What follows belongs to an exercise in optimizing a design on an open flow for small area; a production flow would make more cautious choices.
Function was checked by simulation only, so behaviour that the tests miss may differ from the original.
No activity file was given, so power comes from the tool's default toggle rates.

==> 05-27 <==
## top
module top(
    input wire clk,
    input wire rst,
    input wire set_password,
    input wire enter,
    input wire test,
    input wire [3:0] row,
    output wire [3:0] col,
    output wire [7:0] led_en,
    output wire led_ca,
    output wire led_cb,
    output wire led_cc,
    output wire led_cd,
    output wire led_ce,
    output wire led_cf,
    output wire led_cg,
    output wire led_dp,
    output wire gled0,
    output wire gled1,
    output wire rled0,
    output wire rled1,
    output wire rled2
);
==> flow/config.mk <==
export PLATFORM = sky130hd
export DESIGN_NAME = top
export DESIGN_NICKNAME = top
export VERILOG_FILES = /design/flow/design.v
export SDC_FILE = /design/flow/constraint.sdc
export NUM_CORES = 4
export LEC_CHECK = 0
export CAP_MARGIN = 20
export CORE_MARGIN = 2
export CORE_UTILIZATION = 40
export SLEW_MARGIN = 20
==> flow/constraint.sdc <==
create_clock -name core_clock -period 10.0 [get_ports {clk}]
set_input_delay 2.0000 -clock core_clock [delete_from_list [all_inputs] [get_ports {clk}]]
set_output_delay 2.0000 -clock core_clock [all_outputs]
set_load 0.01 [all_outputs]
standard.sh (not shown) runs the stock make flow with config.mk's settings and CLKGATE_MAP_FILE= SYNTH_SCRIPT=/design/flow/synth_recipe.tcl, a recipe that flattens the netlist after the stock synthesis.
==> flow/flow/run.sh <==
#!/bin/bash
# Own layout flow: the standard flow (standard.sh) with
#  - the combinational logic mapped by an area-oriented ABC script (flow/area.abc);
#    everything else in synthesis, registers included, is the standard synthesis,
#  - buf_1 cells as the port buffers,
#  - a clock tree of clkbuf_4 cells without dummy loads.
# Each tool's output goes to its log under orfs/logs; make's output to make_finish.log.
set -euo pipefail
W=$(pwd)
cat > "$W/own_synth.tcl" <<EOF2
proc abc {args} {
  set i [lsearch -exact \$args -script]
  lset args [expr {\$i + 1}] $W/flow/area.abc
  set j [lsearch -exact \$args -D]
  if {\$j >= 0} { lset args [expr {\$j + 1}] 100000 }
  yosys abc {*}\$args
}
source $W/synth_recipe.tcl
EOF2
bash standard.sh \
  SYNTH_SCRIPT="$W/own_synth.tcl" \
  BUFFER_PORTS_ARGS="-buffer_cell sky130_fd_sc_hd__buf_1" \
  CTS_ARGS="-sink_clustering_enable -repair_clock_nets -dont_use_dummy_load -buf_list sky130_fd_sc_hd__clkbuf_4" \
  finish > make_finish.log 2>&1
==> flow/flow/area.abc <==
strash
balance -l
resub -K 6 -l
rewrite -l
resub -K 6 -N 2 -l
refactor -l
resub -K 8 -l
balance -l
resub -K 8 -N 2 -l
rewrite -l
resub -K 10 -l
rewrite -z -l
resub -K 10 -N 2 -l
balance -l
resub -K 12 -l
refactor -z -l
resub -K 12 -N 2 -l
rewrite -z -l
balance -l
balance -l
resub -K 6 -l
rewrite -l
resub -K 6 -N 2 -l
refactor -l
resub -K 8 -l
balance -l
resub -K 8 -N 2 -l
rewrite -l
resub -K 10 -l
rewrite -z -l
resub -K 10 -N 2 -l
balance -l
resub -K 12 -l
refactor -z -l
resub -K 12 -N 2 -l
rewrite -z -l
balance -l
&get -n
&dch -f
&nf -R 1000
&put
==> inputs of 06-05, as changes to 05-27 <==
==> flow/design.v (replaced) <==
`timescale 1ns / 1ps
module lock_ctrl(
    input wire clk,
    input wire rst,
    input wire set_password,
    input wire enter,
    input wire test,
    input wire f2,             
    input wire [1:0] d,        
    input wire [2:0] dig,      
    output wire idle,          
    output wire [6:0] segs,    
    output reg  gled0,
    output reg  gled1,
    output reg  rled0,
    output reg  rled1,
    output reg  rled2
);
localparam S0 = 3'd3, S1 = 3'd0, S2 = 3'd1, S3 = 3'd4, S4 = 3'd5, S5 = 3'd7, S6 = 3'd2, IDLE = 3'd6;
reg [2:0] cur;
reg [2:0] nxt;
assign idle = (cur == IDLE);
reg [1:0] num7, num6, num5;
always @(posedge clk) begin
    if (rst || set_password || test) begin
        num7 <= 2'd0;
        num6 <= 2'd0;
        num5 <= 2'd0;
    end else if ((cur == S1 || cur == S3) && f2) begin
        if (num7 == 2'd0) num7 <= d;
        if (num7 != 2'd0 && num6 == 2'd0) num6 <= d;
        if (num6 != 2'd0 && num5 == 2'd0) num5 <= d;
    end
end
always @(posedge clk or posedge rst) begin
    if (rst)
        cur <= IDLE;
    else
        cur <= nxt;
end
always @(posedge clk) begin
    if (rst)
        nxt <= S0;
    else begin
        case (cur)
            S0: if (set_password) nxt <= S1;
            S1: if (enter) nxt <= S2;
            S2: if (test) nxt <= S3;
            S3: if (enter) nxt <= S4;
            S4: if (gled1) nxt <= S5;
                else if (rled2) nxt <= S6;
                else if (test) nxt <= S3;
            S5: if (set_password) nxt <= S1;
            default: ;
        endcase
    end
end
reg flag0, flagf;
always @(posedge clk) begin
    flag0 <= (cur == S0) || (cur == S2) || (cur == S4) || (cur == S5);
    case (cur)
        S0: begin flagf <= 1'b0; gled0 <= 1'b0; end
        S1: gled0 <= 1'b0;
        S2: gled0 <= 1'b1;
        S6: flagf <= 1'b1;
        default: ;
    endcase
end
reg [1:0] pw7, pw6, pw5;
reg [1:0] scur, snxt;      
reg [3:0] cnt;
wire cnt10 = (cnt == 4'd10);
wire fail = cnt10 && !(cur == S1) && !(cur == S3) && !(scur == 2'd2) && !rled2;
always @(posedge clk or posedge rst) begin
    if (rst) begin
        gled1 <= 1'b0;
        rled0 <= 1'b0;
        rled1 <= 1'b0;
        rled2 <= 1'b0;
    end else if (cur == S1) begin
        gled1 <= 1'b0;
        rled0 <= 1'b0;
        rled1 <= 1'b0;
        rled2 <= 1'b0;
    end else if (cur == S3) begin
    end else if (scur == 2'd2 && cur != IDLE) begin
        gled1 <= 1'b1;
        rled0 <= 1'b0;
        rled1 <= 1'b0;
        rled2 <= 1'b0;
    end else if (fail) begin
        rled0 <= 1'b1;
        rled1 <= rled0;
        rled2 <= rled1;
    end
end
always @(posedge clk) begin
    if (rst || cur == S3)
        cnt <= 4'd0;
    else if ((cur == S4 && cnt < 4'd10) || fail)
        cnt <= cnt + 4'd1;
end
always @(posedge clk) begin
    if ((cur == S2 && !test) || cur == IDLE) begin
        pw7 <= num7;
        pw6 <= num6;
        pw5 <= num5;
    end
end
always @(posedge clk) begin
    scur <= snxt;
end
always @(posedge clk) begin
    if (rst) begin
        snxt <= 2'd0;
    end else begin
        if (cur == S1 || cur == S3)
            snxt <= 2'd0;
        else if (cur == S4)
            case (scur)
                2'd0: if (num7 == pw7) snxt <= 2'd1;
                2'd1: if (num6 == pw6) snxt <= 2'd3;
                2'd3: if (num5 == pw5) snxt <= 2'd2;
                default: ;
            endcase
    end
end
reg [1:0] shown;
always @(*) begin
    if (dig == 3'd7)      shown = num7;
    else if (dig == 3'd6) shown = num6;
    else if (dig == 3'd5) shown = num5;
    else                  shown = 2'd0;
end
reg cc, cd, cf;
always @(posedge clk) begin
    if (flag0)
        {cc, cd, cf} <= 3'b000;
    else if (flagf)
        {cc, cd, cf} <= 3'b110;
    else
        case (shown)
            2'd0: {cc, cd, cf} <= 3'b111;
            2'd1: {cc, cd, cf} <= 3'b011;
            2'd2: {cc, cd, cf} <= 3'b101;
            default: {cc, cd, cf} <= 3'b001;
        endcase
end
wire ca = cd & cf;
wire cb = cc & cd;
wire ce = cf & (cd | ~cc);
wire cg = (cf & cd) | ~(cf | cc | cd);
assign segs = {cg, cf, ce, cd, cc, cb, ca};
endmodule
`timescale 1ns / 1ps
module top(
    input wire clk,
    input wire rst,
    input wire set_password,
    input wire enter,
    input wire test,
    input wire [3:0] row,
    output wire [3:0] col,
    output wire [7:0] led_en,
    output wire led_ca,
    output wire led_cb,
    output wire led_cc,
    output wire led_cd,
    output wire led_ce,
    output wire led_cf,
    output wire led_cg,
    output wire led_dp,
    output wire gled0,
    output wire gled1,
    output wire rled0,
    output wire rled1,
    output wire rled2
);
reg [2:0] c8;
reg [4:0] c25;
reg [2:0] r5;
reg [2:0] dig;
wire e8 = c8[2] & ~c8[1] & ~c8[0];                 
wire c25_fb = c25[4] ^ ~((c25[3] & c25[1]) | (~c25[3] & ~c25[2] & c25[1] & ~c25[0]));
wire f200 = e8 & c25[4] & ~|c25[3:0];                
wire cnt_end = f200 & r5[2];                        
always @(posedge clk or posedge rst) begin
    if (rst)
        c8 <= 3'd0;
    else
        c8 <= {c8[1:0], c8[2] ^ ~(c8[1] & ~c8[0])};
end
always @(posedge clk or posedge rst) begin
    if (rst)
        c25 <= 5'd0;
    else
        c25 <= {c25[3:0], c25_fb};
end
always @(posedge clk or posedge rst) begin
    if (rst)
        dig <= 3'd0;
    else if (f200)
        dig <= dig + 3'd1;
end
always @(posedge clk) begin
    if (rst)
        r5 <= 3'd0;
    else if (f200)
        r5 <= r5[2] ? 3'd0 : r5 + 3'd1;
end
wire [1:0] q = dig[1:0] - r5[1:0];
assign led_en = ~(8'd1 << dig);
wire idle;
assign col = idle ? 4'b1111 : ~(4'd1 << q);
reg [3:0] kh, km, kt;
reg lap;
reg f1, f2;
wire [3:0] pe = ~row & ~(kh & {4{lap}});        
wire shift = cnt_end & (q != 2'd0);
wire fire = shift & pe[3] & ~pe[2] & ~pe[1] & ~pe[0];
always @(posedge clk) begin
    if (shift) begin
        kh <= km;
        km <= kt;
        kt <= ~row;
    end
end
always @(posedge clk) begin
    if (rst)
        lap <= 1'b0;
    else if (cnt_end && q == 2'd3)
        lap <= 1'b1;
end
always @(posedge clk) begin
    f1 <= fire;
end
always @(posedge clk) begin
    f2 <= f1;
end
wire [1:0] d = {q[1], ~q[0]};
wire [6:0] segs;
lock_ctrl u_ctrl(
    .clk(clk), .rst(rst),
    .set_password(set_password), .enter(enter), .test(test),
    .f2(f2), .d(d), .dig(dig),
    .idle(idle), .segs(segs),
    .gled0(gled0), .gled1(gled1), .rled0(rled0), .rled1(rled1), .rled2(rled2)
);
assign {led_cg, led_cf, led_ce, led_cd, led_cc, led_cb, led_ca} = segs;
assign led_dp = 1'b1;
endmodule
==> flow/flow/run.sh (replaced) <==
#!/bin/bash
# Own layout flow: the standard flow (standard.sh) with
#  - synthesis as standard (same script, same registers), except that the
#    combinational logic is not pre-mapped to half/full adder cells
#    (extract_fa skipped) and is mapped by an area-oriented ABC script
#    (flow/area.abc) instead of the speed script,
#  - buf_1 cells as the port buffers,
#  - a clock tree of clkbuf_4 cells without dummy loads.
# Each tool's output goes to its log under orfs/logs; make's output to make_finish.log.
set -euo pipefail
W=$(pwd)
cat > "$W/own_synth.tcl" <<EOF2
proc abc {args} {
  set i [lsearch -exact \$args -script]
  lset args [expr {\$i + 1}] $W/flow/area.abc
  set j [lsearch -exact \$args -D]
  if {\$j >= 0} { lset args [expr {\$j + 1}] 100000 }
  yosys abc {*}\$args
}
proc extract_fa {args} { puts "own flow: extract_fa skipped" }
source $W/synth_recipe.tcl
EOF2
bash standard.sh \
  SYNTH_SCRIPT="$W/own_synth.tcl" \
  BUFFER_PORTS_ARGS="-buffer_cell sky130_fd_sc_hd__buf_1" \
  CTS_ARGS="-sink_clustering_enable -repair_clock_nets -dont_use_dummy_load -buf_list sky130_fd_sc_hd__clkbuf_4" \
  finish > make_finish.log 2>&1
--- a/flow/flow/area.abc
+++ b/flow/flow/area.abc
@@ -37,5 +37,49 @@
 balance -l
 &get -n
 &dch -f
 &nf -R 1000
 &put
+balance -l
+resub -K 6 -l
+rewrite -l
+resub -K 6 -N 2 -l
+refactor -l
+resub -K 8 -l
+balance -l
+resub -K 8 -N 2 -l
+rewrite -l
+resub -K 10 -l
+rewrite -z -l
+resub -K 10 -N 2 -l
+balance -l
+resub -K 12 -l
+refactor -z -l
+resub -K 12 -N 2 -l
+rewrite -z -l
+balance -l
+balance -l
+resub -K 6 -l
+rewrite -l
+resub -K 6 -N 2 -l
+refactor -l
+resub -K 8 -l
+balance -l
+resub -K 8 -N 2 -l
+rewrite -l
+resub -K 10 -l
+rewrite -z -l
+resub -K 10 -N 2 -l
+balance -l
+resub -K 12 -l
+refactor -z -l
+resub -K 12 -N 2 -l
+rewrite -z -l
+balance -l
+&get -n
+&dch -f
+&nf -R 1000
+&put
+&get -n
+&dch -f
+&nf -R 1000
+&put
==> inputs of 04-25, as changes to 05-27 <==
==> flow/design.v (replaced) <==
`timescale 1ns / 1ps
module lock_ctrl(
    input wire clk,
    input wire rst,
    input wire set_password,
    input wire enter,
    input wire test,
    input wire f2,             
    input wire [1:0] d,        
    input wire [2:0] dig,      
    output wire idle,          
    output wire [6:0] segs,    
    output reg  gled0,
    output reg  gled1,
    output reg  rled0,
    output reg  rled1,
    output reg  rled2
);
localparam S0 = 3'd7, S1 = 3'd4, S2 = 3'd5, S3 = 3'd0, S4 = 3'd1, S5 = 3'd3, S6 = 3'd6, IDLE = 3'd2;
reg [2:0] cur;
reg [2:0] nxt;
assign idle = (cur == IDLE);
reg [1:0] num7, num6, num5;
always @(posedge clk) begin
    if (rst || set_password || test) begin
        num7 <= 2'd0;
        num6 <= 2'd0;
        num5 <= 2'd0;
    end else if ((cur == S1 || cur == S3) && f2) begin
        if (num7 == 2'd0) num7 <= d;
        if (num7 != 2'd0 && num6 == 2'd0) num6 <= d;
        if (num6 != 2'd0 && num5 == 2'd0) num5 <= d;
    end
end
always @(posedge clk or posedge rst) begin
    if (rst)
        cur <= IDLE;
    else
        cur <= nxt;
end
always @(posedge clk) begin
    if (rst)
        nxt <= S0;
    else begin
        case (cur)
            S0: if (set_password) nxt <= S1;
            S1: if (enter) nxt <= S2;
            S2: if (test) nxt <= S3;
            S3: if (enter) nxt <= S4;
            S4: if (gled1) nxt <= S5;
                else if (rled2) nxt <= S6;
                else if (test) nxt <= S3;
            S5: if (set_password) nxt <= S1;
            default: ;
        endcase
    end
end
reg flag0, flagf;
always @(posedge clk) begin
    flag0 <= (cur == S0) || (cur == S2) || (cur == S4) || (cur == S5);
    case (cur)
        S0: begin flagf <= 1'b0; gled0 <= 1'b0; end
        S1: gled0 <= 1'b0;
        S2: gled0 <= 1'b1;
        S6: flagf <= 1'b1;
        default: ;
    endcase
end
reg [1:0] pw7, pw6, pw5;
reg [1:0] scur, snxt;      
reg [3:0] cnt;
wire cnt10 = (cnt == 4'd10);
wire fail = cnt10 && !(cur == S1) && !(cur == S3) && !(scur == 2'd2) && !rled2;
always @(posedge clk or posedge rst) begin
    if (rst) begin
        gled1 <= 1'b0;
        rled0 <= 1'b0;
        rled1 <= 1'b0;
        rled2 <= 1'b0;
    end else if (cur == S1) begin
        gled1 <= 1'b0;
        rled0 <= 1'b0;
        rled1 <= 1'b0;
        rled2 <= 1'b0;
    end else if (cur == S3) begin
    end else if (scur == 2'd2) begin
        gled1 <= 1'b1;
        rled0 <= 1'b0;
        rled1 <= 1'b0;
        rled2 <= 1'b0;
    end else if (fail) begin
        rled0 <= 1'b1;
        rled1 <= rled0;
        rled2 <= rled1;
    end
end
always @(posedge clk) begin
    if (rst || cur == S3)
        cnt <= 4'd0;
    else if ((cur == S4 && cnt < 4'd10) || fail)
        cnt <= cnt + 4'd1;
end
always @(posedge clk or posedge rst) begin
    if (rst) begin
        pw7 <= 2'd0;
        pw6 <= 2'd0;
        pw5 <= 2'd0;
    end else if (cur == S2 && !test) begin
        pw7 <= num7;
        pw6 <= num6;
        pw5 <= num5;
    end
end
always @(posedge clk or posedge rst) begin
    if (rst) scur <= 2'd0;
    else scur <= snxt;
end
always @(posedge clk) begin
    if (rst) begin
        snxt <= 2'd0;
    end else begin
        if (cur == S1 || cur == S3)
            snxt <= 2'd0;
        else if (cur == S4)
            case (scur)
                2'd0: if (num7 == pw7) snxt <= 2'd1;
                2'd1: if (num6 == pw6) snxt <= 2'd3;
                2'd3: if (num5 == pw5) snxt <= 2'd2;
                default: ;
            endcase
    end
end
reg [1:0] shown;
always @(*) begin
    if (dig == 3'd7)      shown = num7;
    else if (dig == 3'd6) shown = num6;
    else if (dig == 3'd5) shown = num5;
    else                  shown = 2'd0;
end
reg cc, cd, cf;
always @(posedge clk) begin
    if (flag0)
        {cc, cd, cf} <= 3'b000;
    else if (flagf)
        {cc, cd, cf} <= 3'b110;
    else
        case (shown)
            2'd0: {cc, cd, cf} <= 3'b111;
            2'd1: {cc, cd, cf} <= 3'b011;
            2'd2: {cc, cd, cf} <= 3'b101;
            default: {cc, cd, cf} <= 3'b001;
        endcase
end
wire ca = cd & cf;
wire cb = cc & cd;
wire ce = cf & (cd | ~cc);
wire cg = (cf & cd) | ~(cf | cc | cd);
assign segs = {cg, cf, ce, cd, cc, cb, ca};
endmodule
`timescale 1ns / 1ps
module top(
    input wire clk,
    input wire rst,
    input wire set_password,
    input wire enter,
    input wire test,
    input wire [3:0] row,
    output wire [3:0] col,
    output wire [7:0] led_en,
    output wire led_ca,
    output wire led_cb,
    output wire led_cc,
    output wire led_cd,
    output wire led_ce,
    output wire led_cf,
    output wire led_cg,
    output wire led_dp,
    output wire gled0,
    output wire gled1,
    output wire rled0,
    output wire rled1,
    output wire rled2
);
reg [2:0] c8;
reg [4:0] c25;
reg [2:0] r5;
reg [2:0] dig;
wire e8 = c8[2] & ~c8[1] & ~c8[0];                 
wire c25_fb = c25[4] ^ ~((c25[3] & c25[1]) | (~c25[3] & ~c25[2] & c25[1] & ~c25[0]));
wire f200 = e8 & c25[4] & ~|c25[3:0];                
wire cnt_end = f200 & r5[2];                        
always @(posedge clk or posedge rst) begin
    if (rst)
        c8 <= 3'd0;
    else
        c8 <= {c8[1:0], c8[2] ^ ~(c8[1] & ~c8[0])};
end
always @(posedge clk or posedge rst) begin
    if (rst)
        c25 <= 5'd0;
    else
        c25 <= {c25[3:0], c25_fb};
end
always @(posedge clk or posedge rst) begin
    if (rst)
        dig <= 3'd0;
    else if (f200)
        dig <= dig + 3'd1;
end
always @(posedge clk) begin
    if (rst)
        r5 <= 3'd0;
    else if (f200)
        r5 <= r5[2] ? 3'd0 : r5 + 3'd1;
end
wire [1:0] q = dig[1:0] - r5[1:0];
assign led_en = ~(8'd1 << dig);
wire idle;
assign col = idle ? 4'b1111 : ~(4'd1 << q);
reg [3:0] kh, km, kt;
reg lap;
reg f1, f2;
wire [3:0] pe = ~row & ~(kh & {4{lap}});        
wire shift = cnt_end & (q != 2'd0);
wire fire = shift & pe[3] & ~pe[2] & ~pe[1] & ~pe[0];
always @(posedge clk) begin
    if (shift) begin
        kh <= km;
        km <= kt;
        kt <= ~row;
    end
end
always @(posedge clk) begin
    if (rst)
        lap <= 1'b0;
    else if (cnt_end && q == 2'd3)
        lap <= 1'b1;
end
always @(posedge clk) begin
    f1 <= fire & ~rst;
end
always @(posedge clk or posedge rst) begin
    if (rst) f2 <= 1'b0;
    else f2 <= f1;
end
wire [1:0] d = {q[1], ~q[0]};
wire [6:0] segs;
lock_ctrl u_ctrl(
    .clk(clk), .rst(rst),
    .set_password(set_password), .enter(enter), .test(test),
    .f2(f2), .d(d), .dig(dig),
    .idle(idle), .segs(segs),
    .gled0(gled0), .gled1(gled1), .rled0(rled0), .rled1(rled1), .rled2(rled2)
);
assign {led_cg, led_cf, led_ce, led_cd, led_cc, led_cb, led_ca} = segs;
assign led_dp = 1'b1;
endmodule
==> flow/flow/run.sh (replaced) <==
#!/bin/bash
# Own layout flow: the standard flow (standard.sh) with
#  - synthesis as standard (same script, same registers), except that the
#    combinational logic is not pre-mapped to half/full adder cells
#    (extract_fa skipped) and is mapped by an area-oriented ABC script
#    (flow/area.abc) instead of the speed script,
#  - buf_1 cells as the port buffers,
#  - a clock tree of clkbuf_4 cells without dummy loads.
# Each tool's output goes to its log under orfs/logs; make's output to make_finish.log.
set -euo pipefail
W=$(pwd)
cat > "$W/own_synth.tcl" <<EOF2
proc abc {args} {
  set i [lsearch -exact \$args -script]
  lset args [expr {\$i + 1}] $W/flow/area.abc
  set j [lsearch -exact \$args -D]
  if {\$j >= 0} { lset args [expr {\$j + 1}] 100000 }
  yosys abc {*}\$args
}
proc extract_fa {args} { puts "own flow: extract_fa skipped" }
source $W/synth_recipe.tcl
EOF2
bash standard.sh \
  SYNTH_SCRIPT="$W/own_synth.tcl" \
  BUFFER_PORTS_ARGS="-buffer_cell sky130_fd_sc_hd__buf_1" \
  CTS_ARGS="-sink_clustering_enable -repair_clock_nets -dont_use_dummy_load -buf_list sky130_fd_sc_hd__clkbuf_4" \
  finish > make_finish.log 2>&1
--- a/flow/flow/area.abc
+++ b/flow/flow/area.abc
@@ -37,5 +37,49 @@
 balance -l
 &get -n
 &dch -f
 &nf -R 1000
 &put
+balance -l
+resub -K 6 -l
+rewrite -l
+resub -K 6 -N 2 -l
+refactor -l
+resub -K 8 -l
+balance -l
+resub -K 8 -N 2 -l
+rewrite -l
+resub -K 10 -l
+rewrite -z -l
+resub -K 10 -N 2 -l
+balance -l
+resub -K 12 -l
+refactor -z -l
+resub -K 12 -N 2 -l
+rewrite -z -l
+balance -l
+balance -l
+resub -K 6 -l
+rewrite -l
+resub -K 6 -N 2 -l
+refactor -l
+resub -K 8 -l
+balance -l
+resub -K 8 -N 2 -l
+rewrite -l
+resub -K 10 -l
+rewrite -z -l
+resub -K 10 -N 2 -l
+balance -l
+resub -K 12 -l
+refactor -z -l
+resub -K 12 -N 2 -l
+rewrite -z -l
+balance -l
+&get -n
+&dch -f
+&nf -R 1000
+&put
+&get -n
+&dch -f
+&nf -R 1000
+&put
==> inputs of 12-19, as changes to 05-27 <==
--- a/flow/design.v
+++ b/flow/design.v
@@ -14,36 +14,36 @@
     output reg  gled1,
     output reg  rled0,
     output reg  rled1,
     output reg  rled2
 );
-localparam S0 = 3'd0, S1 = 3'd1, S2 = 3'd2, S3 = 3'd3, S4 = 3'd4, S5 = 3'd5, S6 = 3'd6, IDLE = 3'd7;
+localparam S0 = 3'd4, S1 = 3'd2, S2 = 3'd3, S3 = 3'd5, S4 = 3'd7, S5 = 3'd1, S6 = 3'd0, IDLE = 3'd6;
 reg [2:0] cur;
 reg [2:0] nxt;
 assign idle = (cur == IDLE);
 reg [1:0] num7, num6, num5;
-always @(posedge clk or posedge rst) begin
-    if (rst) begin
-        num7 <= 2'd0;
-        num6 <= 2'd0;
-        num5 <= 2'd0;
-    end else if (set_password || test) begin
+always @(posedge clk) begin
+    if (rst || set_password || test) begin
         num7 <= 2'd0;
         num6 <= 2'd0;
         num5 <= 2'd0;
     end else if ((cur == S1 || cur == S3) && f2) begin
         if (num7 == 2'd0)      num7 <= d;
         else if (num6 == 2'd0) num6 <= d;
         else if (num5 == 2'd0) num5 <= d;
     end
 end
 always @(posedge clk or posedge rst) begin
-    if (rst) begin
+    if (rst)
         cur <= IDLE;
+    else
+        cur <= nxt;
+end
+always @(posedge clk or posedge rst) begin
+    if (rst)
         nxt <= S0;
-    end else begin
-        cur <= nxt;
+    else begin
         case (cur)
             S0: if (set_password) nxt <= S1;
             S1: if (enter) nxt <= S2;
             S2: if (test) nxt <= S3;
             S3: if (enter) nxt <= S4;
@@ -92,14 +92,12 @@
         rled0 <= 1'b1;
         rled1 <= rled0;
         rled2 <= rled1;
     end
 end
-always @(posedge clk or posedge rst) begin
-    if (rst)
-        cnt <= 4'd0;
-    else if (cur == S3)
+always @(posedge clk) begin
+    if (rst || cur == S3)
         cnt <= 4'd0;
     else if ((cur == S4 && cnt < 4'd10) || fail)
         cnt <= cnt + 4'd1;
 end
 always @(posedge clk or posedge rst) begin
@@ -112,15 +110,17 @@
         pw6 <= num6;
         pw5 <= num5;
     end
 end
 always @(posedge clk or posedge rst) begin
-    if (rst) begin
-        scur <= 2'd0;
+    if (rst) scur <= 2'd0;
+    else scur <= snxt;
+end
+always @(posedge clk) begin
+    if (rst) begin
         snxt <= 2'd0;
     end else begin
-        scur <= snxt;
         if (cur == S1 || cur == S3)
             snxt <= 2'd0;
         else if (cur == S4)
             case (scur)
                 2'd0: if (num7 == pw7) snxt <= 2'd1;
@@ -186,50 +186,57 @@
 reg [2:0] r5;
 reg [2:0] dig;
 wire e8 = &c8;
 wire f200 = e8 & c25[4] & c25[3];                   
 wire cnt_end = f200 & r5[2];                        
-always @(posedge clk or posedge rst) begin
-    if (rst) begin
-        c8   <= 3'd0;
-        c25  <= 5'd0;
+always @(posedge clk) begin
+    if (rst) begin
+        c8  <= 3'd0;
+        c25 <= 5'd0;
+    end else begin
+        c8 <= c8 + 3'd1;
+        c25 <= (c25[4] & c25[3]) ? 5'd0 : c25 + 5'd1;
+    end
+end
+always @(posedge clk or posedge rst) begin
+    if (rst) begin
         r5   <= 3'd0;
         dig  <= 3'd0;
-    end else begin
-        c8 <= c8 + 3'd1;
-        if (e8) c25 <= (c25[4] & c25[3]) ? 5'd0 : c25 + 5'd1;
-        if (f200) begin
-            dig <= dig + 3'd1;
-            r5  <= r5[2] ? 3'd0 : r5 + 3'd1;
-        end
+    end else if (f200) begin
+        dig <= dig + 3'd1;
+        r5  <= r5[2] ? 3'd0 : r5 + 3'd1;
     end
 end
 wire [1:0] q = dig[1:0] - r5[1:0];
 assign led_en = ~(8'd1 << dig);
 wire idle;
 assign col = idle ? 4'b1111 : ~(4'd1 << q);
 reg [3:0] kh, km, kt;
+reg lap;
 reg f1, f2;
-wire [3:0] pe = ~row & ~kh;                     
+wire [3:0] pe = ~row & ~(kh & {4{lap}});        
 wire shift = cnt_end & (q != 2'd0);
 wire fire = shift & pe[3] & ~pe[2] & ~pe[1] & ~pe[0];
-always @(posedge clk or posedge rst) begin
-    if (rst) begin
-        kh <= 4'd0;
-        km <= 4'd0;
-        kt <= 4'd0;
-        f1 <= 1'b0;
-        f2 <= 1'b0;
-    end else begin
-        if (shift) begin
-            kh <= km;
-            km <= kt;
-            kt <= ~row;
-        end
-        f1 <= fire;
-        f2 <= f1;
-    end
+always @(posedge clk) begin
+    if (shift) begin
+        kh <= km;
+        km <= kt;
+        kt <= ~row;
+    end
+end
+always @(posedge clk) begin
+    if (rst)
+        lap <= 1'b0;
+    else if (cnt_end && q == 2'd3)
+        lap <= 1'b1;
+end
+always @(posedge clk) begin
+    f1 <= fire & ~rst;
+end
+always @(posedge clk or posedge rst) begin
+    if (rst) f2 <= 1'b0;
+    else f2 <= f1;
 end
 wire [1:0] d = {q[1], ~q[0]};
 wire [6:0] segs;
 lock_ctrl u_ctrl(
     .clk(clk), .rst(rst),
==> run notes <==
status=timing/DRC/antenna clean; global routing usage on met1=18.1%; CP max stage delay=580 ps; post-synthesis xor/xnor area fraction=5.66%; relative max-transition margin=29.6%
Source of the figures above: 06-05

==> run notes <==
CP max stage delay=390 ps; relative max-transition margin=50.6%; global routing usage on met1=18.7%; total sequential power=0.344 mW; post-synthesis xor/xnor area fraction=3.29%; status=timing/DRC/antenna clean
Source of the figures above: 05-27

==> run notes <==
status=timing/DRC/antenna clean; CP max stage delay=570 ps; global routing usage on met1=20.1%; relative max-transition margin=37.8%; post-synthesis xor/xnor area fraction=5.17%
Source of the figures above: 04-25

==> run notes <==
status=timing/DRC/antenna clean; crit-path max FO=5; global routing usage on met1=18.4%; via count=1947; CP max stage delay=390 ps; relative max-transition margin=44.2%; worst r2r dst=u_ctrl.cnt[2]$_SDFFE_PP0P_; post-synthesis xor/xnor area fraction=4.08%; Cell Pwr Density=130 nW/µm²
Source of the figures above: 12-19

what the ideal ports hide:
Ports are ideal in the flow. The routed layouts listed here were re-timed in OpenROAD.
Step 1 (the two cells are an assumption about what drives the block):
set clk [get_ports {clk}]
set_driving_cell -lib_cell sky130_fd_sc_hd__clkbuf_16 $clk
set_driving_cell -lib_cell sky130_fd_sc_hd__buf_2 [delete_from_list [all_inputs] $clk]
Step 2, shift: input delay + t, output delay - t, t = (earliest + latest rising clock arrival at the registers) / 2. This alone moves slack from input paths to output paths.
a / b / c = ideal / step 1 / step 2; a / b = the first two.
run	t, ns	setup WS [ns]	worst hold slack (ns)
05-27	0.407	5.968 / 5.940 / 6.348	0.356 / 0.356 / 0.356
06-05	0.396	6.098 / 6.073 / 6.469	0.313 / 0.313 / 0.313
04-25	0.394	6.061 / 6.034 / 6.427	0.318 / 0.318 / 0.318
12-19	0.421	5.930 / 5.907 / 6.328	0.331 / 0.331 / 0.331
After both steps every run listed still meets setup and hold.
